Background: an optimization exercise with open tools, aiming at small area, a short achievable clock period and few clock cycles per item. Do not read the settings as production practice.
Function was checked by simulation only, so behaviour that the tests miss may differ from the original.
No activity file was given, so power comes from the tool's default toggle rates.

// Complex_Multiplier
module Complex_Multiplier (
	input clk,
	input rst,
	input signed  [7:0] Re_in_1,
	input signed  [7:0] Im_in_1,
	input signed  [7:0] Re_in_2,
	input signed  [7:0] Im_in_2,
	input signed  [1:0] data_valid_in,
	output signed [15:0] Re_out,
	output signed [15:0] Im_out,
	output signed [1:0] data_valid_out
);
  ...
For scale: roughly 680 cells after synthesis, ~70 I/O pins.
Settings: LEC_CHECK=0, CAP_MARGIN=20, CORE_MARGIN=2, CORE_UTILIZATION=60, CTS_BUF_LIST=sky130_fd_sc_hd__clkbuf_4 sky130_fd_sc_hd__clkbuf_8, SETUP_SLACK_MARGIN=1.2, SLEW_MARGIN=20, SYNTH_HIERARCHICAL=1; clock period 5.0 ns.
standard.sh (not shown) runs the stock make flow with config.mk's settings and CLKGATE_MAP_FILE= SYNTH_SCRIPT=/design/flow/synth_recipe.tcl, a recipe that flattens the netlist after the stock synthesis.
==> flow/flow/run.sh <==
#!/bin/bash
# The standard ORFS flow (standard.sh) with these changes:
#  - port buffers are sky130_fd_sc_hd__buf_2 cells instead of the default
#    delay buffers;
#  - before floorplanning, combinational cells start at drive strength 1
#    (flow/downsize.tcl); the flow's repair steps upsize where needed;
#  - extra make variables, one per line, from flow/make_args.txt if present.
# Each tool's log stays under orfs/logs/; make's own output goes to run_make.log.
set -euo pipefail
here=$(pwd)
extra=()
if [[ -f flow/make_args.txt ]]; then
  while IFS= read -r line; do
    [[ -n "$line" ]] && extra+=("$line")
  done < flow/make_args.txt
fi
bash standard.sh \
  "BUFFER_PORTS_ARGS=-buffer_cell sky130_fd_sc_hd__buf_2" \
  "PRE_FLOORPLAN_TCL=$here/flow/downsize.tcl" \
  "${extra[@]}" \
  finish > run_make.log 2>&1
==> flow/flow/downsize.tcl <==
# PRE_FLOORPLAN hook: start every combinational cell of the synthesized netlist
# at drive strength 1; the flow's own repair steps upsize cells where timing
# or slew needs it. Flip-flops keep the cell synthesis gave them.
set n_down 0
foreach inst [get_cells *] {
  set ref [get_property $inst ref_name]
  if { [regexp {^(sky130_fd_sc_hd__[a-z0-9]+)_([0-9]+)$} $ref -> base size] } {
    if { $size <= 1 || [string match "*__df*" $base] || [string match "*__conb*" $base] } {
      continue
    }
    set cand [get_lib_cells -quiet */${base}_1]
    if { [llength $cand] > 0 } {
      replace_cell $inst [lindex $cand 0]
      incr n_down
    }
  }
}
puts "downsize.tcl: $n_down cells set to drive strength 1"
Testbench counts at the start, summed over its fixed seeds: cycles 2,400, items 2,400.
Next try:
==> flow/flow/run.sh (replaced) <==
#!/bin/bash
# The standard ORFS flow (standard.sh) with two changes:
#  - port buffers are sky130_fd_sc_hd__buf_2 cells instead of the default
#    delay buffers;
#  - before floorplanning, combinational cells start at drive strength 1
#    (flow/downsize.tcl); the flow's repair steps upsize where needed.
# Each tool's log stays under orfs/logs/; make's own output goes to run_make.log.
set -euo pipefail
here=$(pwd)
bash standard.sh \
  "BUFFER_PORTS_ARGS=-buffer_cell sky130_fd_sc_hd__buf_2" \
  "PRE_FLOORPLAN_TCL=$here/flow/downsize.tcl" \
  finish > run_make.log 2>&1
=>
- total power stays the same
- die area stays the same
- sequential share of layout area is unchanged
- setup slack does not change
- maximum frequency does not change
- routed wire length does not change
- first-iteration DRC count does not change
- clock-buffer cell count stays the same
- sequential power barely changes
Next try:
--- a/flow/flow/run.sh
+++ b/flow/flow/run.sh
@@ -2 +2 @@
-# The standard ORFS flow (standard.sh) with two changes:
+# The standard ORFS flow (standard.sh) with these changes:
@@ -6 +6,2 @@
-#    (flow/downsize.tcl); the flow's repair steps upsize where needed.
+#    (flow/downsize.tcl); the flow's repair steps upsize where needed;
+#  - extra make variables, one per line, from flow/make_args.txt if present.
@@ -9,0 +11,6 @@
+extra=()
+if [[ -f flow/make_args.txt ]]; then
+  while IFS= read -r line; do
+    [[ -n "$line" ]] && extra+=("$line")
+  done < flow/make_args.txt
+fi
@@ -12,0 +20 @@
+  "${extra[@]}" \
CTS_BUF_LIST = sky130_fd_sc_hd__clkbuf_2 sky130_fd_sc_hd__clkbuf_4   (was sky130_fd_sc_hd__clkbuf_4 sky130_fd_sc_hd__clkbuf_8)
=>
- The new run finished clean
- power falls by 1.0%
- final area falls by 0.69%
- hold slack loses 0.10 ns
- flip-flop and latch count stays the same
- core utilization falls by 0.48 points
- setup slack hardly moves
- clock-buffer cell count does not change
- maximum frequency stays flat
- wire length is about the same

[what the ideal ports hide]
The flow's constraints put no driver on any port. The routed layouts listed below were extracted and timed again, unchanged, in two steps. Step 1 (the two cells are an assumption about what drives the block):
set clk [get_ports {clk}]
set_driving_cell -lib_cell sky130_fd_sc_hd__clkbuf_16 $clk
set_driving_cell -lib_cell sky130_fd_sc_hd__buf_2 [delete_from_list [all_inputs] $clk]
Step 2, shift: input delay + t, output delay - t, t = (earliest + latest rising clock arrival at the registers) / 2. This alone moves slack from input paths to output paths. Three values: ideal, step 1, step 2; two values: the first two.
run | t (ns) | slack for setup (ns) | clock arrival spread, ns | worst register clock-pin slew, ns | worst slew at a driven data input, ns
the first run | 0.398 | 1.290 / 1.292 / 0.894 | 0.010 / 0.010 | 0.07 / 0.07 | 0.05
the second run | 0.398 | 1.290 / 1.292 / 0.894 | 0.010 / 0.010 | 0.07 / 0.07 | 0.05
the third run | 0.486 | 1.287 / 1.296 / 0.809 | 0.015 / 0.015 | 0.11 / 0.11 | 0.05
After both steps every run listed still meets setup and hold. For the third run, which loses most, drivers alone change the setup slack by +0.009 ns; drivers and shift together by -0.478 ns.
